Source: an optimization exercise on an open RTL-to-GDS flow (aim: small area and a short achievable clock period). Production flows keep margins and buffers that such runs may drop.
No run shown here included a check of the RTL's function; only the layout flow was run.
No activity file was given, so power comes from the tool's default toggle rates.

[flow/standard.sh]
#!/bin/bash
# synth_recipe.tcl (not shown) runs the flow's synth.tcl, then flattens the netlist and writes it again
# the make line also repeats each setting of config.mk as NAME=value (left out here)
make -C /OpenROAD-flow-scripts/flow DESIGN_CONFIG=/design/flow/config.mk WORK_HOME=/design/flow/orfs CLKGATE_MAP_FILE= SYNTH_SCRIPT=/design/flow/synth_recipe.tcl "${@:-finish}"
[flow/design.v]
module Registers (
  input  [22:0] fa,
  input  [22:0] fb,
  input         sa,
  input         sb,
  input         gt_e,
  input         eq_e,
  input  [4:0]  d,
  input         dbig,
  input  [7:0]  eL,
  input         of_in,
  input         rst_d,    
  output [31:0] Out
);
  function [32:0] add;
    input [31:0] a, b;
    input cin;
    input integer n;
    reg [31:0] g, p, g0, p0;
    integer i, l, j;
    begin
      g0 = a & b;
      p0 = a ^ b;
      g = g0;
      p = p0;
      g[0] = g0[0] | (p0[0] & cin);
      for (l = 0; (1 << l) < n; l = l + 1)
        for (i = 0; i < n; i = i + 1)
          if (i & (1 << l)) begin
            j = ((i >> l) << l) - 1;
            g[i] = g[i] | (p[i] & g[j]);
            p[i] = p[i] & p[j];
          end
      add = {g[n-1], p0 ^ {g[30:0], cin}};
    end
  endfunction
  wire        sub = sa ^ sb;
  wire [23:0] ma = {1'b1, fa}, mb = {1'b1, fb};
  wire [32:0] fc  = add({9'd0, fa}, {9'd0, ~fb}, 1'b1, 23);
  wire        fge = fc[32];
  wire        agb = gt_e | (eq_e & fge);    
  wire        sw  = eq_e & fge;             
  wire [23:0] xP  = (gt_e ? {1'b0, mb[23:1]} : ma) ^ {24{sub}};
  wire [55:0] xw  = {{32{sub}}, xP} >> d;
  wire [23:0] xS  = dbig ? {24{sub}} : xw[23:0];
  wire [23:0] mS  = sw ? mb ^ {24{sub}} : xS;
  wire [23:0] mL  = agb ? ma : mb;
  wire [32:0] sm  = add({8'd0, mL}, {8'd0, mS}, sub, 24);
  wire [24:0] r   = {sm[32] ^ sub, sm[23:0]};
  wire [31:0] x0 = {r, 7'd0};
  wire        z4 = ~|x0[31:16];
  wire [31:0] x1 = z4 ? {x0[15:0], 16'd0} : x0;
  wire        z3 = ~|x1[31:24];
  wire [31:0] x2 = z3 ? {x1[23:0], 8'd0} : x1;
  wire        z2 = ~|x2[31:28];
  wire [31:0] x3 = z2 ? {x2[27:0], 4'd0} : x2;
  wire        z1 = ~|x3[31:30];
  wire [31:0] x4 = z1 ? {x3[29:0], 2'd0} : x3;
  wire        z0 = ~x4[31];
  wire [31:0] x5 = z0 ? {x4[30:0], 1'd0} : x4;
  wire [4:0]  lz = {z4, z3, z2, z1, z0};
  wire        z  = ~|r;
  wire [7:0]  e1 = eL + 8'd1;
  wire [7:0]  e2 = eL + 8'd2;
  wire [7:0]  pe = z ? 8'd0 : e1 - {3'd0, lz};
  wire        of = of_in | (~z & (e2 == {3'd0, lz}));
  wire        sign = (agb ? sa : sb) & ~z;
  assign Out = rst_d ? 32'h00800000 : of ? 32'd0 : {sign, pe, x5[30:8]};
endmodule
module FPA (
  input  [31:0] A,
  input  [31:0] B,
  output        gt_e,     
  output        eq_e,     
  output [4:0]  d,        
  output        dbig,     
  output [7:0]  eL,       
  output        of_in     
);
  wire [7:0] ea = A[30:23], eb = B[30:23];
  wire [8:0] s0 = {1'b0, ea} + {1'b0, ~eb};
  assign gt_e  = s0[8];
  assign eq_e  = ea == eb;
  wire [7:0] dd = s0[7:0] ^ {8{~gt_e}};
  assign d     = dd[4:0];
  assign dbig  = |dd[7:5];
  assign eL    = gt_e ? ea : eb;
  assign of_in = (&ea) | (&eb);
endmodule
module FPA_final (
  input         clk,
  input         rst,
  input  [31:0] in1,
  input  [31:0] in2,
  output reg [31:0] OUT
);
  wire       gt_n, eq_n, dbig_n, of_n;
  wire [4:0] d_n;
  wire [7:0] eL_n;
  FPA B1 (.A(in1), .B(in2), .gt_e(gt_n), .eq_e(eq_n), .d(d_n), .dbig(dbig_n),
          .eL(eL_n), .of_in(of_n));
  reg [22:0] fa, fb;
  reg        sa, sb, gt_e, eq_e, dbig, of_in, rst_d;
  reg [4:0]  d;
  reg [7:0]  eL;
  always @(posedge clk) begin
    fa    <= in1[22:0];
    fb    <= in2[22:0];
    sa    <= in1[31];
    sb    <= in2[31];
    gt_e  <= gt_n;
    eq_e  <= eq_n;
    d     <= d_n;
    dbig  <= dbig_n;
    eL    <= eL_n;
    of_in <= of_n;
    rst_d <= rst;
  end
  wire [31:0] C;
  Registers M (.fa(fa), .fb(fb), .sa(sa), .sb(sb), .gt_e(gt_e), .eq_e(eq_e),
               .d(d), .dbig(dbig), .eL(eL), .of_in(of_in), .rst_d(rst_d), .Out(C));
  always @(posedge clk) begin
    if (rst)
      OUT <= 32'd0;
    else
      OUT <= C;
  end
endmodule
[flow/flow/run.sh]
#!/bin/bash
# Standard layout with three changes: the full/half-adder extraction pass is
# skipped in synthesis (ABC maps the prefix adders directly), the ports get
# sky130 buf_1 buffers, and the repair passes aim below the design's period.
cp config.mk config_orig.log
cat >> config.mk <<'EOC'
export ADDER_MAP_FILE =
export SETUP_SLACK_MARGIN = 16.3
export BUFFER_PORTS_ARGS = -buffer_cell sky130_fd_sc_hd__buf_1
EOC
bash standard.sh > standard_run.log 2>&1
[flow/config.mk]
export PLATFORM = sky130hd
export DESIGN_NAME = FPA_final
export DESIGN_NICKNAME = FPA_final
export VERILOG_FILES = /design/flow/design.v
export SDC_FILE = /design/flow/constraint.sdc
export NUM_CORES = 4
export LEC_CHECK = 0
export ABC_AREA = 1
export CAP_MARGIN = 20
export CORE_MARGIN = 2
export CORE_UTILIZATION = 40
export SLEW_MARGIN = 20
export ADDER_MAP_FILE =
export SETUP_SLACK_MARGIN = 16.3
export BUFFER_PORTS_ARGS = -buffer_cell sky130_fd_sc_hd__buf_1
[flow/constraint.sdc]
create_clock -name core_clock -period 22.0 [get_ports {clk}]
set_input_delay 4.4000 -clock core_clock [delete_from_list [all_inputs] [get_ports {clk}]]
set_output_delay 4.4000 -clock core_clock [all_outputs]
set_load 0.01 [all_outputs]
==> flow_results.org, run 1 <==
** Yosys
- Summing every instance area after synthesis gives 9250 um^2.
- After Yosys synthesis, XOR and XNOR cells account for 3.40% of the synthesized area.
- By area, the combinational part of the netlist is dominated by simple AND/OR/NAND/NOR gates.
- In this run, synthesis inferred 0 flip-flops with an integrated enable.
- Share of the yosys chip area belonging to registers :: 21.2%
- In the synthesized netlist the async set-or-reset flop fraction comes to 0%.
- Synthesized instance count :: 1692
- After Yosys synthesis, and, or, nand and nor cells account for 51.2% of the synthesized area.
- The average instance in the mapped netlist occupies 5.46 um^2.
- Arithmetic-cell share of the synthesized area counting full adders, half adders and majority gates :: 0%
- Share of the synthesized area in compound gates (AO/OA/AOI/OAI) :: 12.2%
- The synthesized design contains 98 register bits.
- Main flop type after synthesis :: sky130_fd_sc_hd__dfxtp_1
- Yosys cell types :: 53
- Syn Nets :: 1758
- Total number of yosys warnings :: 2
- Portion of netlist area occupied by mux cells :: 0.866%

** Cells and area
- Filler cell count :: 2273
- The library cell used most frequently in the layout, excluding fill and tap cells, is sky130_fd_sc_hd__nand2_1.
- Final #Nets :: 1906
- Leaving out fill and tap cells, the most frequent cells in the layout are 549 x sky130_fd_sc_hd__nand2_1, 219 x sky130_fd_sc_hd__nand3_1, 145 x sky130_fd_sc_hd__nor2_1, 136 x sky130_fd_sc_hd__inv_1, 94 x sky130_fd_sc_hd__buf_1.
- Design area :: 12100 um^2
- The post-route netlist has 21.8% of its cells at a drive strength greater than 1.
- The finished layout holds 2130 standard cells, fillers aside.
- Relative area change from synthesis to final layout :: 30.6%
- The repair_antennas step left the layout with diodes totalling 0.

** Status
- The flow ran to the end and the layout has no timing, DRC or antenna violations.

** STA
- Final hold violations :: 0
- Setup violations remaining at the end of the flow were counted as 0.
- Summed over all failing endpoints, the final setup total negative slack is 0 ns.
- On the final layout, the worst clock skew is 0.0139 ns.
- RSZ-0062 raised after global routing :: yes
- The worst path uses 27.0% of the clock period.
- Period minus WS final :: 5.94 ns
- Max transition margin :: 49.0%
- At the pin with the least slew margin, the transition time is 0.762 ns.
- Max-slew violation count :: 0
- Based on the critical path, the design can be clocked at up to 168 MHz.

** CTS
- The root buffer cell chosen for the clock tree is sky130_fd_sc_hd__clkbuf_16.
- Clock slew at reported path FFs :: 0.07 ns
- Clock latency on the worst-skew pair, taken at its later pin, is 0.36 ns.
- Clock tree from TritonCTS :: yes
- In this run, CTS created clock tree buffers numbering 9.
- In this run, post-CTS hold repair placed 0 buffers.
- The clock passes through at most 2 buffers.
- The tree built by TritonCTS fans out to 98 sinks.
- CTS built an H-tree with a depth of 3.

** Critical path
- The slowest stage of the critical path is the sky130_fd_sc_hd__or2_4 cell.
- In this run the critical register-to-register path is launched from sb.
- Setup CP Type :: primary input to register
- CP bufs+invs :: 4
- Walking the worst path, the cells encountered are buf_12 -> inv_12 -> or2_4 -> nand2_4 -> o21ai_2 -> nand2_1 -> o21ai_2 -> nor2_1 -> nor2_2 -> a21oi_2 -> o21bai_2 -> a21oi_2 -> buf_6 -> inv_2 -> nor4_4 -> a31oi_1.
- Family with the most delay on the worst path :: simple AND/OR/NAND/NOR gates
- For flop-to-flop paths, the worst setup slack is 16.12 ns.
- Sort of element at the start of the critical path :: primary input
- Last element of the critical path :: dbig
- Element type at the critical path end :: register
- For the worst setup path, the data arrival time is 6.16 ns.
- Counting cells, the worst reg-to-reg path comes to 45.
- CP max stage delay :: 0.26 ns
- For the worst setup path, the data required time is 22.23 ns.
- Capture instance of the worst register-to-register path :: OUT[0]
- Along the worst path, the maximum fanout reaches 3.
- Critical path origin :: in1[24]
- In this run the number of cells on the critical path is 16.

** Floorplan
- Die span in y :: 156 um
- Initial Util :: 40.8%
- In this run the count of I/O pins placed on the die edge is 98.
- Standard-cell row count :: 55
- In this run the horizontal extent of the chip is 156 um.
- The region available for standard cell placement spans 22600 um^2.
- The floorplan step defined a die boundary enclosing 24300 um^2.

** Route
- Summed over all layers, the routed wires come to 33.9 mm.
- DRC :: 0
- Via density per instance :: 5.42
- In this run the remaining antenna-violating nets after routing total 0.
- Length of the first detailed-routing pass in iterations :: 6
- Via count of the routed design :: 11500
- The first routing iteration left 1214 violations.
- Detail-routed net length per standard cell :: 15.9 um

** Global route
- Global routing used 25.8% of the available tracks.
- Entering global routing, the biggest net connects 37 pins.
- Overflow left after global routing :: 0
- Global-route wire length before repair :: 49.9 mm
- Via count of the first global-routing pass :: 9919
- The number of antenna violations at the first check in global routing came to 0.

** Pwr
- The analysis attributes to cell leakage a power of 5.88 nW.
- IR analysis of the VDD net gives a maximum drop of 41.6 uV.
- Dividing total power by cell area gives a power density of 93.0 nW/um^2.
- Overall power after layout :: 1.12 mW

** Placement
- Detailed placement ended at an HPWL of 21.7 mm.
- Final estimated routing congestion in global placement :: 0.943
- Port buffering added 97 buffers.
- Number of cells in the design after placement :: 2019
- Placed instance area :: 9710 um^2

** Job
- Maximum Capacitance Violations :: 0

** Min path
- The worst hold path belongs to the class register to register.
==> flip-flops by register name, indices dropped and copies added, names as in the netlist <==
register	cells
dbig	1
fb	23
eL	8
of_in	1
fa	23
OUT	32
eq_e	1
d	5
sb	1
rst_d	1
gt_e	1
sa	1
==> cell usage after synthesis, types with 11 or more instances <==
library cell	number	share of area [%]
sky130_fd_sc_hd__nand2_1	611	25
sky130_fd_sc_hd__nand3_1	233	13
sky130_fd_sc_hd__nor2_1	179	7.3
sky130_fd_sc_hd__inv_1	146	5.9
sky130_fd_sc_hd__dfxtp_1	98	21
sky130_fd_sc_hd__o21ai_0	68	3.7
sky130_fd_sc_hd__a21oi_1	49	2.7
sky130_fd_sc_hd__o21ai_1	39	2.1
sky130_fd_sc_hd__inv_2	31	1.3
sky130_fd_sc_hd__xor2_1	22	2.1
sky130_fd_sc_hd__clkbuf_1	21	0.85
sky130_fd_sc_hd__buf_2	20	1.1
sky130_fd_sc_hd__nand2_2	14	0.95
sky130_fd_sc_hd__nand4_1	13	0.88
sky130_fd_sc_hd__xnor2_1	12	1.1
sky130_fd_sc_hd__a31oi_1	11	0.74
==> power by group <==
group	switching [mW]	internal (mW)
combinational	0.489	0.253
sequential	0.0190	0.201
clock	0.0720	0.0889
total	0.580	0.543
==> tightest hold or removal path, stage by stage, from the launching register on <==
cell and delay [ns]:
sky130_fd_sc_hd__dfxtp_1 0.31, sky130_fd_sc_hd__inv_1 0.06, sky130_fd_sc_hd__a21oi_2 0.06
==> what timing repair did <==
action                                  CTS  global route
endpoints found under the setup margin   46            45
gates cloned                             18            10
setup buffers                            20            47
pin swaps                                33            53
gates resized for setup                 127           197
==> layer usage <==
| layer | GRT usage (%) | up-vias | part of all wire [%] |
|---|---|---|---|
| met4 | 9.92 | 0 | 3.6 |
| met3 | 5.69 | 89 | 9.0 |
| met1 | 34.0 | 5173 | 43 |
| met5 | 0 | - | 0 |
| met2 | 41.2 | 552 | 45 |
| li1 | - | 5729 | - |
==> area by class of cell <==
class	instances	area, um^2	share of cell area (%)
timing repair buffer	178	1230	10.2
timing repair inverter	6	51.3	0.425
clock buffer	11	233	1.93
clock inverter	5	62.6	0.518
sequential	98	2000	16.6
inverter	182	795	6.58
multi-input combinational	1365	7350	60.9
tap	285	357	2.95
==> cell families after synthesis <==
kind of cell,after synthesis
buffers and inverters,243
multiplexers,8
XOR/XNOR,35
AND/OR/NAND/NOR,1107
flip-flops,98
AO/OA/AOI/OAI,201
==> worst min-delay path by stage <==
| stage | to | slack, ns | start | cells past startpoint |
|---|---|---|---|---|
| final | OUT[23] | 0.47 | rst_d | 2 |
| after global routing | OUT[23] | 0.49 | rst_d | 2 |
| after CTS | OUT[23] | 0.47 | rst_d | 2 |
| after detailed placement | OUT[23] | 0.46 | rst_d | 2 |
| after global placement | OUT[23] | 0.46 | rst_d | 2 |
| after floorplan | OUT[23] | 0.42 | rst_d | 2 |
==> through the flow <==
| step | hold slack, ns | worst slack [ns] | utilization, % |
|---|---|---|---|
| 6_report | 0.474 | 16.06 | 53.3 |
| 5_1_grt | 0.492 | 15.90 | 53.3 |
| 4_1_cts | 0.471 | 16.08 | 48.1 |
| 3_5_place_dp | 0.456 | 14.73 | 42.9 |
| 3_3_place_gp | 0.461 | 14.94 | 42.9 |
| 2_1_floorplan | 0.424 | 15.91 | - |
==> inputs of run 2 (changes only) <==
--- a/flow/config.mk
+++ b/flow/config.mk
@@ -10,6 +10,7 @@
 export CORE_MARGIN = 2
 export CORE_UTILIZATION = 40
 export SLEW_MARGIN = 20
+export SYNTH_HIERARCHICAL = 1
 export ADDER_MAP_FILE =
 export SETUP_SLACK_MARGIN = 16.3
 export BUFFER_PORTS_ARGS = -buffer_cell sky130_fd_sc_hd__buf_1
==> run 2 against run 1 <==
Against the previous run:
- critical path type is now register to register
- synthesized cell count grew 7.5%
- power rose by 13%
- worst setup slack better by 0.011 ns
- register-to-register slack lost 0.05 ns
- core utilization is 1.3 points higher
- final cell count increased by 8.9%
- global-route usage down 0.22 points
- non-clock buffer count grew 28
- maximum frequency up 0.18%
- largest power group unchanged
- critical endpoint is now OUT[0]
==> flow_results.org, run 2 <==
** Yosys
- Number of synthesized register bits :: 98
- Syn Nets :: 1885
- Number of flops mapped to enable cells by yosys :: 0
- Dividing the synthesized area by the synthesized cell count gives 5.43 um^2.
- The biggest area contributor in the post-synthesis netlist is sky130_fd_sc_hd__nand2_1.
- Share of the yosys chip area belonging to registers :: 19.9%
- After synthesis the cells add up to 9880 um^2.
- Yosys printed 8 warnings.
- Area contributors post-synth :: sky130_fd_sc_hd__nand2_1 25%, sky130_fd_sc_hd__dfxtp_1 20%, sky130_fd_sc_hd__nand3_1 13%
- Counting every instance in the synthesized netlist gives 1819.
- In the synthesized netlist, the cells that appear most often are 670 x sky130_fd_sc_hd__nand2_1, 252 x sky130_fd_sc_hd__nand3_1, 203 x sky130_fd_sc_hd__inv_1.
- Most used standard cell by instance count after synthesis :: sky130_fd_sc_hd__nand2_1
- Area fraction of the dominant cell type after synthesis :: 25.4%
- Of all flip-flops after synthesis, the portion carrying an async set or reset was 0%.
- Yosys cell types :: 50
- The most used flip-flop cell after synthesis is sky130_fd_sc_hd__dfxtp_1.

** CTS
- Clk Tree Root Cell :: sky130_fd_sc_hd__clkbuf_16
- Clock tree synthesis inserted a total of 9 buffers.
- CTS saw 98 sinks.
- Clock slew at reported path FFs :: 0.08 ns
- Depth of the CTS H-tree :: 3
- Counting along the longest clock path gives a buffer depth of 2.
- Insertion delay to the later sink of the worst-skew pair :: 0.37 ns
- Clock tree from TritonCTS :: yes

** Route
- Via count of the routed design :: 12300
- Via density per instance :: 5.32
- In the final routed layout, each cell accounts on average for 15.4 um.
- Routed wire length :: 35.8 mm
- For this run, design rule violations remaining after detail routing come to 0.
- The first detailed-routing pass took 7 iterations.
- Number of nets with antenna violations after detailed routing :: 0
- Number of DRC markers in iteration 0 :: 1161

** Cells and area
- Commonest non-fill, non-tap cell in the layout :: sky130_fd_sc_hd__nand2_1
- Number of flip-flops under the largest register name :: 32
- Largest reg by FF count :: OUT
- Final #Nets :: 2056
- Summing all flip-flop and latch instances after layout gives 2020 um^2.
- In the final layout, the multi-input gates occupy 8210 um^2.
- Design area :: 13300 um^2
- Registers with the most flip-flops :: OUT: 32 flops, fa: 23 flops, fb: 23 flops
- The area growth from synthesis to layout is 34.3%.
- Of the cells placed in the final design, the portion with a size suffix greater than 1 is 26.4%.
- Antenna Diode Count :: 0
- Final core area utilization :: 54.6%
- Fill cells in the final layout number 2446.
- Leaving out fill and tap cells, the most frequent cells in the layout are 571 x sky130_fd_sc_hd__nand2_1, 207 x sky130_fd_sc_hd__nand3_1, 189 x sky130_fd_sc_hd__inv_1, 118 x sky130_fd_sc_hd__nor2_1, 98 x sky130_fd_sc_hd__nand2_2.

** STA
- Slew of the pin with the lowest slew margin :: 0.931 ns
- Counting I/O delays and the setup requirement, the final critical path takes 5.93 ns.
- Max-slew violation count :: 0
- Final-report setup violation count :: 0
- Max transition margin :: 37.3%
- Final worst path period share :: 26.9%
- Final clock skew :: 0.0135 ns
- Setup TNS Final :: 0 ns
- The count of final hold-check violations came to 0.
- RSZ-0062 raised after global routing :: yes
- For this run, the top clock speed supported by timing is 169 MHz.
- Post-layout worst setup margin :: 16.07 ns

** Placement
- Placed instance area :: 10300 um^2
- Worst setup slack before clock tree synthesis :: 14.30 ns
- IO Port Bufs :: 97
- Final estimated routing congestion in global placement :: 0.957
- Final HPWL from detailed placement :: 23.0 mm

** Floorplan
- The core region is 24300 um^2.
- Horizontal die dimension :: 161 um
- Pin placement for this block handled 98 I/O pins.
- After floorplanning, the core was divided into 57 placement rows.
- Die span in y :: 161 um
- The die covers 26000 um^2.
- The initial utilization of the core area, before any placement, comes to 40.6%.

** Critical path
- Setup CP Type :: register to register
- CP max stage delay :: 0.39 ns
- STA classifies the critical path startpoint as a register.
- Element type at the critical path end :: register
- Arrival time at the worst endpoint :: 6.24 ns
- Depth of the worst register-to-register path :: 45
- The worst register-to-register path begins at fb[10].
- Capture instance of the worst register-to-register path :: OUT[0]
- Slack of the worst reg-to-reg path :: 16.07 ns
- Slowest CP cell :: sky130_fd_sc_hd__dfxtp_2
- Counting stages on the worst path, the most repeated cell is sky130_fd_sc_hd__buf_4.
- Along the worst path, the maximum fanout reaches 6.
- Data required time of the critical path :: 22.31 ns

** Pwr
- IR analysis of the VDD net gives a maximum drop of 43.4 uV.
- Static leakage power :: 6.63 nW
- Total power for the finished layout comes to 1.27 mW.
- Power spread over the standard cell area amounts to 95.7 nW/um^2.

** Global route
- Total routing resource utilization after global routing :: 25.6%
- Busiest layer in global routing :: met2
- The first global-routing pass estimated 53.7 mm of wire.
- Entering global routing, the biggest net connects 41 pins.
- Overflow left after global routing :: 0
- In the global route stage, met3 resource usage came out at 3.98%.
- Via count of the first global-routing pass :: 10900
- M2 GR Usage :: 42.6%
- The number of antenna violations at the first check in global routing was 0.
- Global routing consumed, on the met1 layer, 32.9% of the routing resources.

** Job
- Maximum Capacitance Violations :: 0

** Min path
- The path with the worst hold slack has its endpoint at OUT[0].
- Worst Hold Path Cells :: 3
- Hold_sp :: rst_d
- In this run the worst hold path is classified as register to register.

** Status
- Result of the run :: finished clean
==> run 2: repair_timing <==
| action | CTS | global route |
|---|---|---|
| hold buffers | 0 | 0 |
| pin swaps | 41 | 114 |
| setup endpoints to repair | 32 | 32 |
| buffers inserted | 53 | 47 |
| gates cloned | 19 | 6 |
| gates resized for setup | 151 | 296 |
==> run 2: metal layers <==
metal / routed length (um) / vias to the layer above
met3: 2400 / 134
met4: 1740 / 0
met5: 0 / -
li1: - / 6120
met1: 15100 / 5601
met2: 16600 / 490
==> run 2: cell type report <==
| class | count | share of cell area (%) |
|---|---|---|
| repair buffers | 206 | 10.5 |
| well taps | 324 | 3.05 |
| repair inverters | 3 | 0.292 |
| inverters | 220 | 6.77 |
| flip-flops and latches | 98 | 15.2 |
| clock inverters | 6 | 0.537 |
| multi-input cells | 1452 | 61.9 |
| clock buffers | 10 | 1.80 |
==> run 2: cells by family after synthesis <==
family	after synthesis	synth area share [%]
compound gates	201	11.5
xor+xnor	29	2.80
buf+inv	287	12.7
flops	98	19.9
simple gates	1204	53.1
==> run 2: worst max-delay path by stage <==
stage	from	to	slack, ns	cells past startpoint
floorplan	in2[26]	d[3]	16.64	10
global placement	d[1]	OUT[2]	14.38	45
detailed placement	d[1]	OUT[2]	14.30	45
CTS	fa[11]	OUT[22]	16.30	52
global route	gt_e	OUT[0]	15.80	50
finish	fb[10]	OUT[0]	16.07	45
==> run 2: modules after synthesis, one instance, submodules excluded <==
module     times used  cells  area, um^2
FPA                 1    154         763
FPA_final           1    165        2240
Registers           1   1500        6880
==> run 2: worst max-delay path, delay by kind of cell (launching register included) <==
| kind | cells | cell delay, ns |
|---|---|---|
| buf+inv | 14 | 1.80 |
| compound gates | 3 | 0.53 |
| flops | 1 | 0.39 |
| simple gates | 27 | 2.94 |
| xor+xnor | 1 | 0.20 |
==> run 2: power breakdown <==
part           internal, mW  leakage [nW]  total [mW]  switching, mW
sequential            0.203         0.822       0.226         0.0233
clock                0.0926         0.151       0.170         0.0775
combinational         0.310          5.66       0.873          0.563
total                 0.606          6.63        1.27          0.664
==> run 2: per-stage QoR <==
stage,cells,hold slack [ns]
CTS,2266,0.501
detailed placement,2178,0.481
finish,2319,0.514
floorplan,1819,0.462
global route,2319,0.557
global placement,2178,0.483
==> inputs of run 3 (changes only) <==
--- a/flow/flow/run.sh
+++ b/flow/flow/run.sh
@@ -6,6 +6,7 @@
 cat >> config.mk <<'EOC'
 export ADDER_MAP_FILE =
 export SETUP_SLACK_MARGIN = 16.3
+export SETUP_MOVE_SEQUENCE = unbuffer,sizeup,swap,clone,split
 export BUFFER_PORTS_ARGS = -buffer_cell sky130_fd_sc_hd__buf_1
 EOC
 bash standard.sh > standard_run.log 2>&1
--- a/flow/config.mk
+++ b/flow/config.mk
@@ -10,7 +10,7 @@
 export CORE_MARGIN = 2
 export CORE_UTILIZATION = 40
 export SLEW_MARGIN = 20
-export SYNTH_HIERARCHICAL = 1
 export ADDER_MAP_FILE =
 export SETUP_SLACK_MARGIN = 16.3
+export SETUP_MOVE_SEQUENCE = unbuffer,sizeup,swap,clone,split
 export BUFFER_PORTS_ARGS = -buffer_cell sky130_fd_sc_hd__buf_1
==> run 3 against run 2 <==
Against the previous run:
- core utilization is 1.0 points lower
- sequential power is 2% lower
- design area is 8.7% lower
- synthesized area is 6.4% lower
- clock-buffer cell count is 1 higher
- final cell count is 11% lower
- critical path depth is 30 lower
- sequential cell count stayed put
- die area is 6.3% lower
- largest cell class unchanged
==> flow_results.org, run 3 <==
** Status
- Result of the run :: finished clean

** STA
- Setup violations remaining at the end of the flow were counted as 0.
- Final hold violations :: 0
- Once routing completed, OpenROAD measured the worst setup slack at 15.97 ns.
- Clock skew on the completed layout was measured at 0.0145 ns.
- For the final routed database, the setup TNS stands at 0 ns.
- Period minus WS final :: 6.03 ns
- Slew of the pin with the lowest slew margin :: 0.785 ns
- Max-slew violation count :: 0
- In this run the tightest slew margin relative to its limit is 47.6%.
- Final worst path period share :: 27.4%
- Based on the critical path, the design can be clocked at up to 166 MHz.
- Setup repair after global routing could not meet its margin everywhere.

** Yosys
- Synthesized instance count :: 1692
- Combined area of all synthesized cells :: 9250 um^2
- Number of synthesized register bits :: 98
- When the netlist entered floorplanning its net count stood at 1758.
- In this run, synthesis inferred 0 flip-flops with an integrated enable.
- The most used flip-flop cell after synthesis is sky130_fd_sc_hd__dfxtp_1.
- Total number of yosys warnings :: 2
- Share of the yosys chip area belonging to registers :: 21.2%
- Of all cell types, the one taking the most synthesized area is sky130_fd_sc_hd__nand2_1.
- Counting instances in the post-synthesis netlist gives the leading cell types as 611 x sky130_fd_sc_hd__nand2_1, 233 x sky130_fd_sc_hd__nand3_1, 179 x sky130_fd_sc_hd__nor2_1.
- The netlist uses 53 different library cells.
- Of all flip-flops after synthesis, the portion carrying an async set or reset was 0%.
- After synthesis, the cell types taking the most area are sky130_fd_sc_hd__nand2_1 25%, sky130_fd_sc_hd__dfxtp_1 21%, sky130_fd_sc_hd__nand3_1 13%.
- Area fraction of the dominant cell type after synthesis :: 24.8%
- Yosys instantiated no cell more often than sky130_fd_sc_hd__nand2_1.
- Post-synthesis average cell area :: 5.46 um^2

** Global route
- Via count of the first global-routing pass :: 9989
- Initial antenna violation count :: 0
- Overflow left after global routing :: 0
- The first global-routing pass estimated 50.5 mm of wire.
- Maximum number of pins on one net before global-route repair :: 37
- Total routing resource utilization after global routing :: 26.1%

** Cells and area
- Antenna Diode Count :: 0
- Post-layout instance count excluding filler cells :: 2074
- Registers with the most flip-flops :: OUT: 32 flops, fa: 23 flops, fb: 23 flops
- Final #Nets :: 1850
- Design area :: 12100 um^2
- Number of flip-flops under the largest register name :: 32
- The library cells used most frequently in the layout, excluding fill and tap cells, are 500 x sky130_fd_sc_hd__nand2_1, 198 x sky130_fd_sc_hd__nand3_1, 137 x sky130_fd_sc_hd__nor2_1, 132 x sky130_fd_sc_hd__inv_1, 94 x sky130_fd_sc_hd__buf_1.
- Measured on the finished design, the core utilization comes to 53.5%.
- Cells with a size suffix above 1 make up 24.8% of the layout.
- The library cell used most frequently in the layout, excluding fill and tap cells, is sky130_fd_sc_hd__nand2_1.
- Compared with the post-synthesis result, the final layout area differs by 31.1%.
- Filler cell count :: 2285
- The register with the most flip-flops in the final layout is OUT.

** CTS
- TritonCTS built the clock tree.
- Buffers inserted during clock tree synthesis total 9.
- The H-tree was split into 3 levels.
- Clock slew at reported path FFs :: 0.07 ns
- In this run, post-CTS hold repair placed 0 buffers.
- The clock drives 98 sinks.
- Clk Tree Root Cell :: sky130_fd_sc_hd__clkbuf_16
- The clock passes through at most 2 buffers.
- Post-CTS setup buffer count :: 0
- The clock reaches the later pin of the worst-skew pair after 0.36 ns.

** Route
- Length of the first detailed-routing pass in iterations :: 7
- Number of DRC markers in iteration 0 :: 1142
- After detailed routing, the number of remaining DRC violations is 0.
- Via density per instance :: 5.49
- Via count of the routed design :: 11400
- Detail-routed net length per standard cell :: 16.3 um
- In this run the remaining antenna-violating nets after routing total 0.
- Routed wire length :: 33.8 mm

** Placement
- The HPWL after detailed placement is 21.7 mm.
- IO Port Bufs :: 97
- Worst setup slack before clock tree synthesis :: 14.73 ns
- Once placement finished, the instance area stood at 9710 um^2.
- At the end of routability-driven placement, the weighted congestion stood at 0.943.
- In this run, placement finished with an instance count of 2019.

** Pwr
- Net switching power :: 593 uW
- In this run, the combinational gates consume 65.7% of the power.
- Total power divided by cell area :: 92.2 nW/um^2
- The worst-case IR drop observed on VDD is 43.0 uV.
- In this run, flip-flops and latches consume 19.8% of the power.
- Internal power comes to 524 uW.
- Static leakage power :: 5.78 nW
- Fraction of power spent switching nets :: 53.1%
- Share of total power in the clock network :: 14.4%

** Critical path
- Largest driver fanout on the critical path :: 6
- Counting stages on the worst path, the most repeated cell is sky130_fd_sc_hd__buf_8.
- Data required time of the critical path :: 22.23 ns
- For this design, the slowest cell found on the critical path is sky130_fd_sc_hd__or2_4.
- Family with the most delay on the worst path :: simple AND/OR/NAND/NOR gates
- The worst setup path is captured at a register.
- Data on the critical path arrives at its endpoint at 6.27 ns.
- On the worst path, the slowest cell contributes a delay of 0.27 ns.
- Worst-path cell chain :: buf_8 -> or2_4 -> nand2_4 -> o21ai_4 -> nand2_1 -> o21ai_2 -> nor2_1 -> nor2_2 -> a21oi_2 -> o21bai_4 -> a21oi_4 -> buf_8 -> inv_4 -> nor4_1 -> a31oi_1
- Sort of element at the start of the critical path :: primary input
- CP bufs+invs :: 3
- The critical path in this run is classified as primary input to register.

** Floorplan
- Core ar. :: 22600 um^2
- The floorplan has 55 rows.
- Die area :: 24300 um^2
- 98 I/O pins were placed.
- The die is 156 um tall.
- Initial Util :: 40.8%
- The die is 156 um wide.

** Job
- Across the run, the number of max-cap violations was 0.

** Min path
- Worst Hold Class :: register to register
[run 3: cell count changes after synthesis, moves of 14 or more]
cell / previous run / this run
sky130_fd_sc_hd__nor2_1: 157 / 179
sky130_fd_sc_hd__nand3_1: 252 / 233
sky130_fd_sc_hd__o21ai_0: 105 / 68
sky130_fd_sc_hd__nor2_2: 30 / 9
sky130_fd_sc_hd__a21oi_1: 26 / 49
sky130_fd_sc_hd__inv_1: 203 / 146
sky130_fd_sc_hd__nand2_2: 30 / 14
sky130_fd_sc_hd__nand2_1: 670 / 611
sky130_fd_sc_hd__inv_2: 14 / 31
sky130_fd_sc_hd__o21ai_1: 25 / 39
[run 3: layer usage]
metal,GRT usage (%),wire length (um),vias up,share of wire (%)
met5,0,0,-,0
met4,11.3,1390,0,4.1
met3,5.39,2910,96,8.6
met2,40.8,14800,523,44
met1,34.8,14700,5141,43
li1,-,-,5631,-
[run 3: kinds of logic after synthesis]
group	after synthesis	share of synthesized area [%]
xor+xnor	35	3.40
simple gates	1107	51.2
flops	98	21.2
compound gates	201	12.2
buf+inv	243	11.2
mux	8	0.866
[run 3: layout make-up]
class,count,area (um^2),share of cell area (%)
sequential,98,2020,16.7
clock buffer,11,233,1.92
inverter,182,797,6.58
tap,285,357,2.94
multi-input combinational,1372,7860,64.8
timing repair buffer,112,681,5.62
timing repair inverter,9,111,0.919
clock inverter,5,62.6,0.516
[run 3: stage by stage]
| stage | hold slack (ns) | power, mW |
|---|---|---|
| 2_1_floorplan | 0.424 | 0.659 |
| 3_3_place_gp | 0.461 | 0.784 |
| 3_5_place_dp | 0.456 | 0.784 |
| 4_1_cts | 0.471 | 1.01 |
| 5_1_grt | 0.484 | 1.20 |
| 6_report | 0.468 | 1.12 |
[run 3: power by group through the flow]
stage	logic, mW	clock network [mW]	registers (mW)
detailed placement	0.563	0	0.221
CTS	0.629	0.166	0.219
global route	0.799	0.173	0.224
global placement	0.563	0	0.221
floorplan	0.438	0	0.221
finish	0.734	0.161	0.222
[run 3: final timing paths]
path                              start  endpoint  slack (ns)  cells past startpoint
worst min register to register    rst_d   OUT[23]        0.47                      2
worst max register to register     gt_e   OUT[25]       16.05                     47
worst max-delay path            in2[24]      dbig       15.97                     15
worst min-delay path              rst_d   OUT[23]        0.47                      2
[run 3: timing repair]
item	CTS	global route
setup endpoints to repair	46	46
pin swaps	38	84
gates cloned	26	13
gates resized for setup	175	290
[run 3: worst register-to-register path, delay by kind of cell (launching register included)]
| family | cells | cell delay [ns] |
|---|---|---|
| DFF | 1 | 0.49 |
| buffers and inverters | 5 | 0.61 |
| and+or+nand+nor | 40 | 4.57 |
| AOI/OAI and AO/OA | 2 | 0.21 |
==> inputs of run 4 (changes only) <==
--- a/flow/config.mk
+++ b/flow/config.mk
@@ -10,6 +10,7 @@
 export CORE_MARGIN = 2
 export CORE_UTILIZATION = 40
 export SLEW_MARGIN = 20
+export SYNTH_HIERARCHICAL = 1
 export ADDER_MAP_FILE =
 export SETUP_SLACK_MARGIN = 16.3
 export SETUP_MOVE_SEQUENCE = unbuffer,sizeup,swap,clone,split
==> run 4 against run 3 <==
Against the previous run:
- still clean
- worst setup slack got worse by 0.14 ns
- first-iteration DRC count rose by 2.0%
- core utilization shrank 2.1 points
- maximum frequency shrank 2.2%
- sequential share of layout area decreased by 0.39 points
- critical path type is now register to register
- critical endpoint is now OUT[7]
- largest cell class unchanged
- largest power group unchanged
==> flow_results.org, run 4 <==
** Status
- The run finished with no timing, DRC or antenna violations.

** CTS
- At the later pin of the worst-skew pair, clock insertion delay measures 0.36 ns.
- Clock slew at reported path FFs :: 0.08 ns
- The number of setup buffers added after CTS is 0.
- Clk Tree Root Cell :: sky130_fd_sc_hd__clkbuf_16
- Number of CTS-inserted buffers :: 9
- The tree built by TritonCTS fans out to 98 sinks.
- The clock passes through at most 2 buffers.
- Clock tree from TritonCTS :: yes
- Depth of the CTS H-tree :: 3

** Min path
- Worst Hold Path Cells :: 3
- The worst hold path belongs to the class register to register.

** Route
- Via count of the routed design :: 11900
- Number of DRC markers in iteration 0 :: 1165
- The first detailed-routing pass took 7 iterations.
- Detail-routed net length per standard cell :: 15.4 um
- Via density per instance :: 5.35
- The count of nets left with antenna violations once routing finished came out at 0.
- For this run, design rule violations remaining after detail routing come to 0.
- The routed design has 34.4 mm of wire.

** Pwr
- Static leakage power :: 6.21 nW
- Across the VDD grid, the largest voltage drop is 40.9 uV.
- In this run the power density over the cells is 95.1 nW/um^2.
- Summed over all nets, the switching power comes to 638 uW.
- Net switching is 53.7% of the power.
- Share of total power in the clock network :: 14.3%
- Internal cell power :: 551 uW
- Combinational fraction of design power :: 66.6%
- Sequential cells account for 19.1% of the total power.

** Placement
- Once detailed placement completed, the half-perimeter wirelength came to 23.0 mm.
- IO Port Bufs :: 97
- In this run, placement finished with an instance count of 2178.
- The congestion estimate from routability-driven global placement came to 0.957.

** Cells and area
- Counting flops per register, the top entry is OUT.
- Leaving out fill and tap cells, the most frequent cell in the layout is sky130_fd_sc_hd__nand2_1.
- Fraction of final layout cells with drive strength greater than 1 :: 23.0%
- Filler cell count :: 2544
- FF/Latch Area :: 2040 um^2
- In the final layout, the registers with the most flip-flops are OUT: 32 flops, fa: 23 flops, fb: 23 flops.
- The register with the most flip-flops in the layout has 32 of them.
- Leaving out filler cells and counting taps, the final layout contains 2232.
- The area growth from synthesis to layout is 26.6%.
- Antenna Diode Count :: 0
- In the layout the commonest cells are 577 x sky130_fd_sc_hd__nand2_1, 202 x sky130_fd_sc_hd__nand3_1, 189 x sky130_fd_sc_hd__inv_1, 125 x sky130_fd_sc_hd__nor2_1, 97 x sky130_fd_sc_hd__buf_1.
- In the final design database the tool counted 1969 nets.
- The multi-input combinational cells in the finished layout cover a total of 8230 um^2.

** Global route
- The number of antenna violations at the first check in global routing was 0.
- Maximum number of pins on one net before global-route repair :: 34
- Overflow left after global routing :: 0
- Via count of the first global-routing pass :: 11000
- Global-route wire length before repair :: 54.4 mm
- Global routing used 26.0% of the available tracks.

** Yosys
- The cell count after synthesis came out at 1819.
- The netlist uses 50 different library cells.
- In this run the biggest area consumer among cell types represents 25.4% of the synthesized area.
- The Yosys step of the flow raised 8 warnings.
- Xor/xnor cell area share of the yosys netlist :: 2.80%
- A synthesized cell averages 5.43 um^2.
- Multiplexer cells account for 0% of the synthesized area.
- Number of synthesized register bits :: 98
- Arithmetic-cell share of the synthesized area counting full adders, half adders and majority gates :: 0%
- Of all cell types, the one taking the most synthesized area is sky130_fd_sc_hd__nand2_1.
- Number of flops mapped to enable cells by yosys :: 0
- After synthesis, flip-flops and latches occupy 19.9% of the total area.
- Area contributors post-synth :: sky130_fd_sc_hd__nand2_1 25%, sky130_fd_sc_hd__dfxtp_1 20%, sky130_fd_sc_hd__nand3_1 13%
- Post-synthesis simple-gate area fraction :: 53.1%
- sky130_fd_sc_hd__nand2_1 is the most common cell in the netlist.
- Main combinational cell family by area after synthesis :: simple AND/OR/NAND/NOR gates
- Share of the synthesized area in compound gates (AO/OA/AOI/OAI) :: 11.5%
- Syn Nets :: 1885
- Summing every instance area after synthesis gives 9880 um^2.
- By count the netlist is led by 670 x sky130_fd_sc_hd__nand2_1, 252 x sky130_fd_sc_hd__nand3_1, 203 x sky130_fd_sc_hd__inv_1.
- In the synthesized netlist the dominant register cell turns out to be sky130_fd_sc_hd__dfxtp_1.
- Async set or reset register ratio after synthesis :: 0%

** STA
- Worst hold slack across all endpoints :: 0.497 ns
- Adding up every negative setup slack in the final design gives 0 ns.
- Fmax :: 162 MHz
- Final clock skew :: 0.0115 ns
- After layout, the worst path uses 28.1% of the clock period.
- The routed design could run at a clock period as short as 6.17 ns.
- Setup repair after global routing could not meet its margin everywhere.
- Final hold violations :: 0
- Max-slew violation count :: 0
- In this run the tightest slew margin relative to its limit is 37.7%.
- Setup violations remaining at the end of the flow were counted as 0.
- Slew of the pin with the lowest slew margin :: 0.925 ns

** Floorplan
- 98 I/O pins were placed.
- Standard-cell row count :: 57
- Core ar. :: 24300 um^2
- Die area :: 26000 um^2
- For this configuration, the core starts out at a cell density of 40.6%.
- The die is 161 um wide.
- Die span in y :: 161 um

** Critical path
- Element type at the critical path end :: register
- Counting both buffers and inverters, the worst setup path holds a total of 4.
- The worst setup path is launched from a register.
- Slowest CP cell :: sky130_fd_sc_hd__dfxtp_4
- The critical path is of the register to register type.
- The cell family contributing the most delay on the critical path is simple AND/OR/NAND/NOR gates.
- Data on the critical path arrives at its endpoint at 6.48 ns.
- The critical path runs through a total of 46 cells.
- For this run, the slowest stage of the critical path takes 0.48 ns.
- Data required time of the critical path :: 22.31 ns
- Of all nets on the critical path, the largest fanout is 21.
- Depth of the worst register-to-register path :: 46

** Job
- Max-cap violations in this run came to 0.
run 4: cell count changes after synthesis, sizes merged, moves of 18 or more:
cell | previous run | this run
nand2 | 629 | 711
inv | 179 | 218
a21oi | 52 | 30
o21ai | 112 | 134
nand3 | 237 | 255
run 4: worst paths after layout:
check / startpoint / end / slack, ns
setup / recovery: gt_e / OUT[7] / 15.83
hold / removal: rst_d / OUT[0] / 0.50
setup reg to reg: gt_e / OUT[7] / 15.83
hold reg to reg: rst_d / OUT[0] / 0.50
run 4: final cells by class:
cell class	instances	area share, %
Clock buffer	10	1.91
Timing Repair inverter	4	0.360
Clock inverter	6	0.570
Inverter	220	7.02
Multi-Input combinational cell	1462	65.8
Timing Repair Buffer	108	4.80
Tap cell	324	3.24
Sequential cell	98	16.3
run 4: worst reg2reg max path, delay by kind of cell (launching register included):
family | cells | cell delay (ns)
flops | 1 | 0.48
simple gates | 38 | 4.60
buf+inv | 4 | 0.39
compound gates | 4 | 0.66
run 4: modules after synthesis (local to each module, per instance):
module     area [um^2]  cells  flip-flops and latches  times used
Registers         6880   1500                       0           1
FPA_final         2240    165                      98           1
FPA                763    154                       0           1
run 4: repair_timing:
action | 4_1_cts | 5_1_grt
gates resized for setup | 214 | 211
cloned | 36 | 2
pin swaps | 44 | 62
setup endpoints to repair | 32 | 32
hold buffers | 0 | 0
run 4: power groups by stage:
stage	registers [mW]	clock network [mW]	logic [mW]
after floorplan	0.225	0	0.493
after global routing	0.230	0.182	0.876
final	0.228	0.170	0.792
after CTS	0.226	0.173	0.710
after detailed placement	0.227	0	0.620
after global placement	0.227	0	0.618
run 4: logic make-up after synthesis:
family,after synthesis
AND/OR/NAND/NOR,1204
buffers and inverters,287
flip-flops,98
AO/OA/AOI/OAI,201
XOR/XNOR,29
run 4: layer usage:
| metal | up-vias | routed length (um) | track usage, % |
|---|---|---|---|
| met4 | 0 | 1510 | 13.0 |
| li1 | 5950 | - | - |
| met2 | 515 | 15700 | 41.9 |
| met1 | 5372 | 14600 | 33.2 |
| met5 | - | 0 | 0 |
| met3 | 107 | 2600 | 5.11 |
run 4: per-stage QoR:
step | setup WS [ns] | power (mW) | util [%] | instance area (um^2)
CTS | 16.16 | 1.11 | 48.4 | 11800
global route | 15.48 | 1.29 | 51.4 | 12500
global placement | 14.38 | 0.844 | 42.2 | 10300
finish | 15.83 | 1.19 | 51.4 | 12500
floorplan | 16.64 | 0.718 | - | 9880
detailed placement | 14.30 | 0.846 | 42.2 | 10300
==> inputs of run 5 (changes only) <==
--- a/flow/flow/run.sh
+++ b/flow/flow/run.sh
@@ -5,8 +5,7 @@
 cp config.mk config_orig.log
 cat >> config.mk <<'EOC'
 export ADDER_MAP_FILE =
-export SETUP_SLACK_MARGIN = 16.3
-export SETUP_MOVE_SEQUENCE = unbuffer,sizeup,swap,clone,split
+export SETUP_SLACK_MARGIN = 15.3
 export BUFFER_PORTS_ARGS = -buffer_cell sky130_fd_sc_hd__buf_1
 EOC
 bash standard.sh > standard_run.log 2>&1
--- a/flow/config.mk
+++ b/flow/config.mk
@@ -10,8 +10,6 @@
 export CORE_MARGIN = 2
 export CORE_UTILIZATION = 40
 export SLEW_MARGIN = 20
-export SYNTH_HIERARCHICAL = 1
 export ADDER_MAP_FILE =
-export SETUP_SLACK_MARGIN = 16.3
-export SETUP_MOVE_SEQUENCE = unbuffer,sizeup,swap,clone,split
+export SETUP_SLACK_MARGIN = 15.3
 export BUFFER_PORTS_ARGS = -buffer_cell sky130_fd_sc_hd__buf_1
==> run 5 against run 4 <==
Against the previous run:
- still clean on timing, DRC and antenna
- routed wire length down 13%
- hold slack worse by 0.022 ns
- power decreased by 16%
- clock-buffer cell count increased by 1
- maximum frequency shrank 3.9%
- clock power up 4%
- combinational power down 24%
- final cell count shrank 7.9%
- die area shrank 6.3%
- design area fell by 17%
- critical endpoint is now dbig
- largest power group unchanged
==> flow_results.org, run 5 <==
** Global route
- Initial antenna violation count :: 0
- Across every metal layer, demand over resource in global routing totals 22.8%.
- Global-route wire length before repair :: 45.2 mm
- Entering global routing, the biggest net connects 50 pins.
- Via count of the first global-routing pass :: 9373
- After global routing, the most crowded layer is met2.
- Global-route track usage on met1 :: 31.5%
- Summed over all layers, the global routing overflow is 0.
- M2 GR Usage :: 37.1%
- Global routing met3 resource utilization :: 2.69%

** Pwr
- In this run the power spent charging and discharging nets is 507 uW.
- Static leakage power :: 5.27 nW
- The internal portion of the total power is 494 uW.
- For this design the ratio of total power to cell area is 96.1 nW/um^2.
- Across the VDD grid, the largest voltage drop is 36.7 uV.
- Per report_power, the sequential group accounts for 22.2% of the total.
- The clock network accounts for 17.7% of the total power.
- Fraction of power spent switching nets :: 50.7%
- Per report_power, the combinational group accounts for 60.1% of the total.

** Yosys
- Area fraction of the dominant cell type after synthesis :: 24.8%
- The mapped netlist covers 9250 um^2.
- Syn Nets :: 1758
- Of all flip-flops after synthesis, the portion carrying an async set or reset was 0%.
- Most instantiated cells after synthesis :: 611 x sky130_fd_sc_hd__nand2_1, 233 x sky130_fd_sc_hd__nand3_1, 179 x sky130_fd_sc_hd__nor2_1
- Among all flip-flop cells after synthesis, the most frequent one is sky130_fd_sc_hd__dfxtp_1.
- Sequential cells were found to cover 21.2% of the synthesized design area.
- By instance count, the leading cell after synthesis is sky130_fd_sc_hd__nand2_1.
- Counting flops with a built-in enable in the synthesized netlist gives 0.
- Area contributors post-synth :: sky130_fd_sc_hd__nand2_1 25%, sky130_fd_sc_hd__dfxtp_1 21%, sky130_fd_sc_hd__nand3_1 13%
- A synthesized cell averages 5.46 um^2.
- Yosys top cell by area :: sky130_fd_sc_hd__nand2_1
- Yosys cell types :: 53
- Total number of yosys warnings :: 2
- Synthesis inferred 98 register bits.
- In the synthesized netlist, the number of instances is 1692.

** Status
- Result of the run :: finished clean

** CTS
- Clock-pin slew was measured on the worst setup and hold paths at 0.07 ns.
- The H-tree was split into 3 levels.
- Number of CTS-inserted buffers :: 9
- Clock tree synthesis found a total of 98 sinks.
- CTS placed an instance of sky130_fd_sc_hd__clkbuf_16 at the clock tree root.
- TritonCTS built the clock tree.
- Maximum buffer depth of the clock tree :: 2
- Buffers inserted to repair hold after CTS numbered 0.
- The clock reaches the later pin of the worst-skew pair after 0.36 ns.

** Cells and area
- Post-layout instance count excluding filler cells :: 2056
- Relative area change from synthesis to final layout :: 12.6%
- Summing all multi-input logic gate instances after layout gives 6480 um^2.
- Registers take 1970 um^2.
- For this run, the share of the core covered by cells in the final layout is 46.0%.
- Filler cell count :: 2491
- Final #Nets :: 1832
- Most used cells in the layout excluding fill and tap cells :: 606 x sky130_fd_sc_hd__nand2_1, 233 x sky130_fd_sc_hd__nand3_1, 174 x sky130_fd_sc_hd__nor2_1, 144 x sky130_fd_sc_hd__inv_1, 97 x sky130_fd_sc_hd__buf_1
- Largest reg by FF count :: OUT
- Commonest non-fill, non-tap cell in the layout :: sky130_fd_sc_hd__nand2_1
- Number of flip-flops under the largest register name :: 32
- Registers with the most flip-flops :: OUT: 32 flops, fa: 23 flops, fb: 23 flops
- Fraction of final layout cells with drive strength greater than 1 :: 8.75%
- Antenna Diode Count :: 0

** Floorplan
- Pin placement for this block handled 98 I/O pins.
- Once the floorplan was initialized, standard cells occupied 40.8% of the core.
- Standard-cell row count :: 55
- The die is 156 um wide.
- Die span in y :: 156 um
- Die area :: 24300 um^2
- Core ar. :: 22600 um^2

** Min path
- In this run the worst hold path is classified as register to register.
- Hold_sp :: rst_d
- Destination of the worst hold path :: OUT[23]
- The worst hold path was traced through 2 stages.

** Route
- Detail-routed net length per standard cell :: 14.6 um
- Via density per instance :: 5.27
- For this block, the routed nets add up to 30.0 mm of wire.
- Via count of the routed design :: 10800
- Number of nets with antenna violations after detailed routing :: 0
- Before antenna repair, the detailed router went through 8 iterations.
- DRC :: 0
- For this block, the initial DRC count from the detailed router was 972.

** Critical path
- Depth of the worst register-to-register path :: 46
- Arrival time at the worst endpoint :: 6.66 ns
- Family with the most delay on the worst path :: simple AND/OR/NAND/NOR gates
- Worst-path cell chain :: buf_1 -> inv_1 -> or2_2 -> nand2_1 -> o21ai_0 -> nand2_1 -> o21ai_0 -> nor2_1 -> nor2_1 -> a21oi_1 -> o21bai_1 -> a21oi_1 -> buf_6 -> inv_1 -> nor4_1 -> a31oi_1
- STA classifies the critical path startpoint as a primary input.
- The startpoint identified for the worst register-to-register timing path is fb[3].
- In this run the critical register-to-register path is captured at OUT[0].
- By startpoint and endpoint, the worst setup path is classified as primary input to register.
- STA classifies the critical path endpoint as a register.
- Slack of the worst reg-to-reg path :: 15.73 ns
- The critical path contains buffers and inverters numbering 4 combined.
- Data required time of the critical path :: 22.24 ns
- On the worst path, the slowest cell contributes a delay of 0.28 ns.
- The slowest stage of the critical path is the sky130_fd_sc_hd__or2_2 cell.
- Largest driver fanout on the critical path :: 21

** STA
- For the final routed database, the setup TNS stands at 0 ns.
- Max transition margin :: 59.4%
- Setup repair after global routing left no endpoint under its margin.
- The clock arrives with 0.0126 ns of skew.
- Final-report setup violation count :: 0
- Fmax :: 156 MHz
- Slew of the pin with the lowest slew margin :: 0.606 ns
- Max-slew violation count :: 0
- Final worst path period share :: 29.2%
- The count of final hold-check violations came to 0.
- The clock period could shrink to 6.42 ns.

** Job
- Maximum Capacitance Violations :: 0

** Placement
- Final estimated routing congestion in global placement :: 0.955
- The wire-length estimate of the detail-placed layout is 21.6 mm.
- In this run, placement finished with an instance count of 2018.
- IO Port Bufs :: 97
-- run 5: cell count changes in the layout (fill, tap and decap cells not counted), sizes merged, moves of 5 or more --
cell	previous run	this run
inv	223	177
mux2i	0	8
buf	107	112
a31oi	6	11
a21oi	30	52
xnor2	4	12
nand3	257	238
nand3b	7	2
and2	1	8
nand2	735	637
o21ai	134	112
-- run 5: logic make-up (layout without fill, tap and decap cells) --
family	count (synthesis)	count (layout)	share of synthesized area [%]
simple gates	1107	1117	51.2
buf+inv	243	312	11.2
compound gates	201	201	12.2
flops	98	98	21.2
xor+xnor	35	35	3.40
mux	8	8	0.866
-- run 5: final cells by class --
cell class / count / share of cell area [%]
multi-input cells: 1361 / 62.2
clock buffers: 11 / 2.33
flip-flops and latches: 98 / 18.9
clock inverters: 5 / 0.817
inverters: 182 / 7.05
repair inverters: 1 / 0.0481
repair buffers: 113 / 5.21
well taps: 285 / 3.42
-- run 5: worst max path at each step --
| stage | startpoint | endpoint | slack, ns | cells past startpoint |
|---|---|---|---|---|
| finish | in1[24] | dbig | 15.58 | 16 |
| global route | fb[2] | OUT[31] | 15.26 | 46 |
| CTS | fb[3] | OUT[28] | 15.32 | 49 |
| detailed placement | d[1] | OUT[28] | 14.76 | 44 |
| global placement | d[1] | OUT[30] | 14.94 | 44 |
| floorplan | in1[24] | dbig | 15.59 | 14 |
-- run 5: power by group through the flow --
stage,registers [mW],clock network [mW],logic [mW]
4_1_cts,0.221,0.180,0.560
5_1_grt,0.225,0.188,0.671
3_5_place_dp,0.225,0,0.557
2_1_floorplan,0.221,0,0.437
6_report,0.222,0.177,0.601
3_3_place_gp,0.225,0,0.557
-- run 5: layer usage --
| layer | up-vias | wire (um) | share of wire, % |
|---|---|---|---|
| li1 | 5552 | - | - |
| met1 | 4842 | 14200 | 47 |
| met2 | 400 | 13000 | 43 |
| met3 | 50 | 2090 | 6.9 |
| met4 | 0 | 734 | 2.4 |
| met5 | - | 0 | 0 |
-- run 5: through the flow --
stage	power, mW	setup slack, ns	hold WS [ns]	area (um^2)
2_1_floorplan	0.657	15.59	0.424	9250
3_5_place_dp	0.782	14.76	0.463	9660
5_1_grt	1.08	15.26	0.501	10400
3_3_place_gp	0.781	14.94	0.461	9660
6_report	1.00	15.58	0.475	10400
4_1_cts	0.962	15.32	0.478	10000
-- run 5: timing repair --
item / CTS / global route
endpoints found under the setup margin: 32 / 33
pin swaps: 0 / 6
gates resized for setup: 9 / 50
gates cloned: 0 / 12
buffers inserted: 0 / 10
hold endpoints to repair: 0 / 0
-- run 5: worst min-delay path, stage by stage (launching register included) --
cell	delay, ns
sky130_fd_sc_hd__dfxtp_1	0.31
sky130_fd_sc_hd__inv_1	0.05
sky130_fd_sc_hd__a21oi_1	0.07
==> inputs of run 6 (changes only) <==
==> flow/design.v (replaced) <==
module Registers (
  input  [22:0] fa,
  input  [22:0] fb,
  input         sa,
  input         sb,
  input  [7:0]  s0,
  input         gt_e,
  input         eq_e,
  input         fge,
  input  [7:0]  eL,
  output [31:0] Sum
);
  wire        agb = gt_e | (eq_e & fge);    
  wire [7:0]  dd  = s0 ^ {8{~gt_e}};
  wire        sub = sa ^ sb;
  wire [23:0] ma = {1'b1, fa}, mb = {1'b1, fb};
  wire [23:0] mL = agb ? ma : mb;
  wire [23:0] mP = agb ? (gt_e ? {1'b0, mb[23:1]} : mb) : ma;
  wire [23:0] mS = (|dd[7:5]) ? 24'd0 : mP >> dd[4:0];
  wire [23:0] s;
  wire        c;
  CSA #(24) add (.a(mL), .b(mS ^ {24{sub}}), .cin(sub), .s(s), .cout(c));
  wire [24:0] r = {c ^ sub, s};
  wire [4:0]  lz;
  wire [24:0] rs;
  normalizer n (.r(r), .lz(lz), .o(rs));
  wire        z  = ~|r;
  wire [7:0]  e1 = eL + 8'd1;
  wire [7:0]  e2 = eL + 8'd2;
  wire [7:0]  pe = z ? 8'd0 : e1 - {3'd0, lz};
  wire        of = (&eL) | (~z & (e2 == {3'd0, lz}));
  wire        sign = (agb ? sa : sb) & ~z;
  assign Sum = of ? 32'd0 : {sign, pe, rs[23:1]};
endmodule
module four_bit_adder #(parameter N = 23) (input [N-1:0] a, input [N-1:0] b, output ge);
  wire [N-1:0] s;
  CSA #(N) c (.a(a), .b(~b), .cin(1'b1), .s(s), .cout(ge));
endmodule
module CSA #(parameter N = 24) (input [N-1:0] a, input [N-1:0] b, input cin,
                                output [N-1:0] s, output cout);
  wire [N-1:0] g0 = a & b;
  wire [N-1:0] p0 = a ^ b;
  reg  [N-1:0] g, p;
  integer i, l;
  always @* begin
    g = g0;
    p = p0;
    g[0] = g0[0] | (p0[0] & cin);
    for (l = 0; (1 << l) < N; l = l + 1)
      for (i = 0; i < N; i = i + 1)
        if (i & (1 << l)) begin
          g[i] = g[i] | (p[i] & g[((i >> l) << l) - 1]);
          p[i] = p[i] & p[((i >> l) << l) - 1];
        end
  end
  assign s    = p0 ^ {g[N-2:0], cin};
  assign cout = g[N-1];
endmodule
module normalizer (input [24:0] r, output [4:0] lz, output [24:0] o);
  wire [31:0] x0 = {r, 7'd0};
  wire        z4 = ~|x0[31:16];
  wire [31:0] x1 = z4 ? {x0[15:0], 16'd0} : x0;
  wire        z3 = ~|x1[31:24];
  wire [31:0] x2 = z3 ? {x1[23:0], 8'd0} : x1;
  wire        z2 = ~|x2[31:28];
  wire [31:0] x3 = z2 ? {x2[27:0], 4'd0} : x2;
  wire        z1 = ~|x3[31:30];
  wire [31:0] x4 = z1 ? {x3[29:0], 2'd0} : x3;
  wire        z0 = ~x4[31];
  wire [31:0] x5 = z0 ? {x4[30:0], 1'd0} : x4;
  assign lz = {z4, z3, z2, z1, z0};
  assign o  = x5[31:7];
endmodule
module FPA (
  input  [31:0] A,
  input  [31:0] B,
  output [7:0]  s0,       
  output        gt_e,     
  output        eq_e,     
  output        fge,      
  output [7:0]  eL        
);
  wire [7:0] ea = A[30:23], eb = B[30:23];
  CSA #(8) c (.a(ea), .b(~eb), .cin(1'b0), .s(s0), .cout(gt_e));
  assign eq_e = ea == eb;
  four_bit_adder #(23) cmp (.a(A[22:0]), .b(B[22:0]), .ge(fge));
  assign eL    = gt_e ? ea : eb;
endmodule
module FPA_final (
  input         clk,
  input         rst,
  input  [31:0] in1,
  input  [31:0] in2,
  output reg [31:0] OUT
);
  wire       gt_n, eq_n, fge_n;
  wire [7:0] s0_n, eL_n;
  FPA B1 (.A(in1), .B(in2), .s0(s0_n), .gt_e(gt_n), .eq_e(eq_n), .fge(fge_n),
          .eL(eL_n));
  reg [22:0] fa, fb;
  reg        sa, sb, gt_e, eq_e, fge, rst_d;
  reg [7:0]  s0, eL;
  always @(posedge clk) begin
    fa    <= in1[22:0];
    fb    <= in2[22:0];
    sa    <= in1[31];
    sb    <= in2[31];
    s0    <= s0_n;
    gt_e  <= gt_n;
    eq_e  <= eq_n;
    fge   <= fge_n;
    eL    <= eL_n;
    rst_d <= rst;
  end
  wire [31:0] C;
  Registers M (.fa(fa), .fb(fb), .sa(sa), .sb(sb), .s0(s0), .gt_e(gt_e),
               .eq_e(eq_e), .fge(fge), .eL(eL), .Sum(C));
  always @(posedge clk) begin
    if (rst)
      OUT <= 32'd0;
    else if (rst_d)
      OUT <= 32'h00800000;
    else
      OUT <= C;
  end
endmodule
==> run 6 against run 5 <==
Against the previous run:
- synthesized cell count down 10%
- die area down 4.1%
- routed wire length down 18%
- via count down 12%
- design area down 6.1%
- global-route usage down 1.8 points
==> flow_results.org, run 6 <==
** STA
- Period minus WS final :: 6.39 ns
- After routing, the total negative slack on setup checks comes to 0 ns.
- Final-report setup violation count :: 0
- The count of final hold-check violations came to 0.
- Derived from the worst setup path, the maximum achievable clock frequency is 156 MHz.
- RSZ-0062 raised after global routing :: no
- Slew of the pin with the lowest slew margin :: 0.692 ns
- Final clock skew :: 0.00793 ns
- Final worst path period share :: 29.1%
- The max-slew violation total from the final report was 0.
- Max transition margin :: 53.6%

** CTS
- Hold repair after CTS inserted 0 buffers.
- Insertion delay to the later sink of the worst-skew pair :: 0.37 ns
- Maximum buffer depth of the clock tree :: 2
- TritonCTS built the clock tree.
- Depth of the CTS H-tree :: 3
- Clock tree synthesis inserted a total of 9 buffers.
- Clk Tree Root Cell :: sky130_fd_sc_hd__clkbuf_16
- CTS Sinks :: 100
- Clock slew at reported path FFs :: 0.07 ns

** Pwr
- Overall power consumption after layout is estimated at 960 uW.
- Static leakage power :: 4.97 nW
- Maximum ir drop on the vdd rail :: 38.2 uV
- Total power divided by cell area :: 98.1 nW/um^2

** Placement
- The HPWL after detailed placement is 19.2 mm.
- The congestion estimate from routability-driven global placement came to 0.881.
- Buffers placed on the I/O ports in this run total 97.

** Route
- In this run, the number of DRC markers left after iteration 0 of detailed routing was 678.
- Number of nets with antenna violations after detailed routing :: 0
- The first detailed-routing pass ran for 6 iterations.
- Dividing the detail-routed via count by the number of cells gives 5.09.
- For this run, design rule violations remaining after detail routing come to 0.
- Routed wire length :: 24.6 mm
- Detail-routed net length per standard cell :: 13.1 um
- Across all layers, the routed design uses 9531 vias.

** Critical path
- The worst register-to-register path has a depth of 40.
- In this run the critical register-to-register path is launched from gt_e.
- Largest driver fanout on the critical path :: 15
- The worst setup path is of the primary input to register kind.
- The setup check on the worst reg-to-reg path leaves a slack of 15.87 ns.
- Slowest CP cell :: sky130_fd_sc_hd__maj3_1
- Element type at the critical path end :: register
- For the worst setup path, the data required time is 22.26 ns.
- Family with the most delay on the worst path :: compound AO/OA/AOI/OAI gates
- The endpoint identified for the worst register-to-register timing path is OUT[27].
- Sort of element at the start of the critical path :: primary input
- CP max stage delay :: 0.37 ns
- Arrival time at the worst endpoint :: 6.65 ns
- The critical path goes through buf_1 -> nor2_1 -> maj3_1 -> a21oi_1 -> o21bai_1 -> a21oi_1 -> nor2_1 -> nor2_1 -> a21oi_1 -> nand2_1 -> nand2_1 -> o21ai_0.
- The number of buffers and inverters on the critical path is 1.

** Yosys
- Main flop type after synthesis :: sky130_fd_sc_hd__dfxtp_1
- For this run, asynchronously set or reset flops after synthesis account for 0%.
- Most used standard cell by instance count after synthesis :: sky130_fd_sc_hd__nand2_1
- For this run, the number of Yosys warnings is 4.
- Area fraction of the dominant cell type after synthesis :: 22.6%
- Most instantiated cells after synthesis :: 495 x sky130_fd_sc_hd__nand2_1, 265 x sky130_fd_sc_hd__nand3_1, 156 x sky130_fd_sc_hd__inv_1
- In this run, distinct cell masters in the synthesized netlist total 58.
- Synthesis inferred 100 register bits.
- Area contributors post-synth :: sky130_fd_sc_hd__dfxtp_1 23%, sky130_fd_sc_hd__nand2_1 21%, sky130_fd_sc_hd__nand3_1 15%
- In this run the mean area of a mapped cell was 5.83 um^2.
- Yosys top cell by area :: sky130_fd_sc_hd__dfxtp_1
- Synthesized instance count :: 1518
- When the netlist entered floorplanning its net count stood at 1584.
- Combined area of all synthesized cells :: 8850 um^2
- Sequential cells were found to cover 22.6% of the synthesized design area.
- Number of flops mapped to enable cells by yosys :: 0

** Floorplan
- The die is 153 um wide.
- Core ar. :: 21800 um^2
- Standard-cell row count :: 54
- Once the floorplan was initialized, standard cells occupied 40.7% of the core.
- Die area :: 23300 um^2
- In this run the count of I/O pins placed on the die edge is 98.
- Die span in y :: 153 um

** Min path
- Hold_sp :: rst_d
- Worst Hold Class :: register to register
- The worst hold path was traced through 2 stages.
- Destination of the worst hold path :: OUT[23]

** Global route
- Initial antenna violation count :: 0
- Overflow left after global routing :: 0
- The first global-routing pass estimated 41.0 mm of wire.
- The number of global-route vias before repair is 8657.
- Maximum number of pins on one net before global-route repair :: 39
- Global routing consumed, over all layers together, 21.0% of the routing resources.

** Cells and area
- Antenna Diode Count :: 0
- Commonest non-fill, non-tap cell in the layout :: sky130_fd_sc_hd__nand2_1
- Final #Nets :: 1655
- Largest reg by FF count :: OUT
- The largest registers in the layout are OUT: 32 flops, fa: 23 flops, fb: 23 flops.
- Most used cells in the layout excluding fill and tap cells :: 491 x sky130_fd_sc_hd__nand2_1, 263 x sky130_fd_sc_hd__nand3_1, 156 x sky130_fd_sc_hd__inv_1, 121 x sky130_fd_sc_hd__nor2_1, 98 x sky130_fd_sc_hd__dfxtp_1
- Fraction of final layout cells with drive strength greater than 1 :: 8.53%
- Relative area change from synthesis to final layout :: 10.5%
- The register with the most flip-flops in the layout has 32 of them.

** Status
- Result of the run :: finished clean

** Job
- Maximum Capacitance Violations :: 0
==> run 6: cell count changes in the layout (fill, tap and decap cells not counted), sizes merged, moves of 5 or more <==
cell and change:
nand4 +9, nand3 +33, or2 +10, and2 -5, a31oi -8, o211ai -6, o21ai -30, nor2 -57
mux2i +11, nand2 -122
==> run 6: power breakdown <==
| group | internal (mW) | leakage, nW | switching [mW] |
|---|---|---|---|
| Sequential | 0.205 | 0.837 | 0.0124 |
| Clock | 0.0836 | 0.150 | 0.0815 |
| Combinational | 0.184 | 3.98 | 0.393 |
| Total | 0.473 | 4.97 | 0.487 |
==> run 6: area by class of cell <==
class                           count  area [um^2]
Tap cell                          280          350
Fill cell                        2411        12000
Multi-Input combinational cell   1197         5980
Clock inverter                      6         60.1
Sequential cell                   100         2010
Clock buffer                       10          239
Inverter                          172          667
Timing Repair Buffer              109          475
==> run 6: cell families (layout without fill, tap and decap cells) <==
group           after synthesis  after routing  synth area share, %
compound gates              152            152                 9.82
xor+xnor                     31             32                 3.87
fa+ha+maj                     1              1                0.113
buf+inv                     225            297                 11.3
flops                       100            100                 22.6
mux                          19             19                 2.15
simple gates                990            993                 50.1
==> run 6: timing repair <==
action                     CTS  global route
setup endpoints to repair   32            32
pin swaps                    1             3
buffers inserted             1             7
gates cloned                 1             3
resized for setup            6            28
==> run 6: worst max-delay path by stage <==
stage | from | to | cells past startpoint
floorplan | in1[23] | eL[5] | 14
global placement | gt_e | OUT[27] | 42
detailed placement | gt_e | OUT[27] | 42
CTS | gt_e | OUT[31] | 45
global route | gt_e | OUT[28] | 41
finish | in2[23] | eL[5] | 12
==> run 6: per-stage QoR <==
step                utilization (%)  hold WS [ns]  worst slack, ns  instances  area, um^2
finish                         45.0         0.492            15.61       1874        9780
global route                   45.0         0.517            15.28       1874        9780
CTS                            44.1         0.499            15.31       1864        9590
detailed placement             42.5         0.482            14.37       1846        9250
global placement               42.5         0.479            14.40       1846        9250
floorplan                         -         0.447            15.76       1518        8850
==> run 6: routing by layer <==
metal  vias up  global-route usage, %  part of all wire (%)
met3        29                   1.96                   5.6
met2       261                   34.6                    44
met4         0                   6.04                   1.8
li1       5047                      -                     -
met5         -                      0                     0
met1      4194                   29.2                    48
==> run 6: worst reg2reg max path: cells and delay by family (launching register included) <==
family / cells / cell delay, ns
AND/OR/NAND/NOR: 29 / 3.65
buffers and inverters: 7 / 1.00
AO/OA/AOI/OAI: 3 / 0.61
flip-flops: 1 / 0.47
XOR/XNOR: 1 / 0.30

[re-timing with driven ports]
In the flow no input, the clock included, has a driving cell. The finished layouts below were timed again as built, in two steps.
Step 1: set_driving_cell puts a clkbuf_16 on clk and a buf_2 on each other input, an assumption about the parent block.
Step 2 also shifts input and output timing later by t, the mid clock arrival at the registers, as if the neighbouring blocks saw the same clock.
Slacks: no drivers / after step 1 / after step 2; pairs: no drivers / after step 1.
| run | shift t [ns] | setup WS [ns] |
|---|---|---|
| run 1 | 0.406 | 16.064 / 16.046 / 15.640 |
| run 2 | 0.408 | 16.074 / 16.074 / 16.074 |
| run 3 | 0.402 | 15.965 / 15.951 / 15.549 |
| run 4 | 0.407 | 15.828 / 15.828 / 15.828 |
| run 5 | 0.404 | 15.580 / 15.602 / 15.197 |
| run 6 | 0.409 | 15.609 / 15.623 / 15.214 |
After both steps every run listed still meets setup and hold.
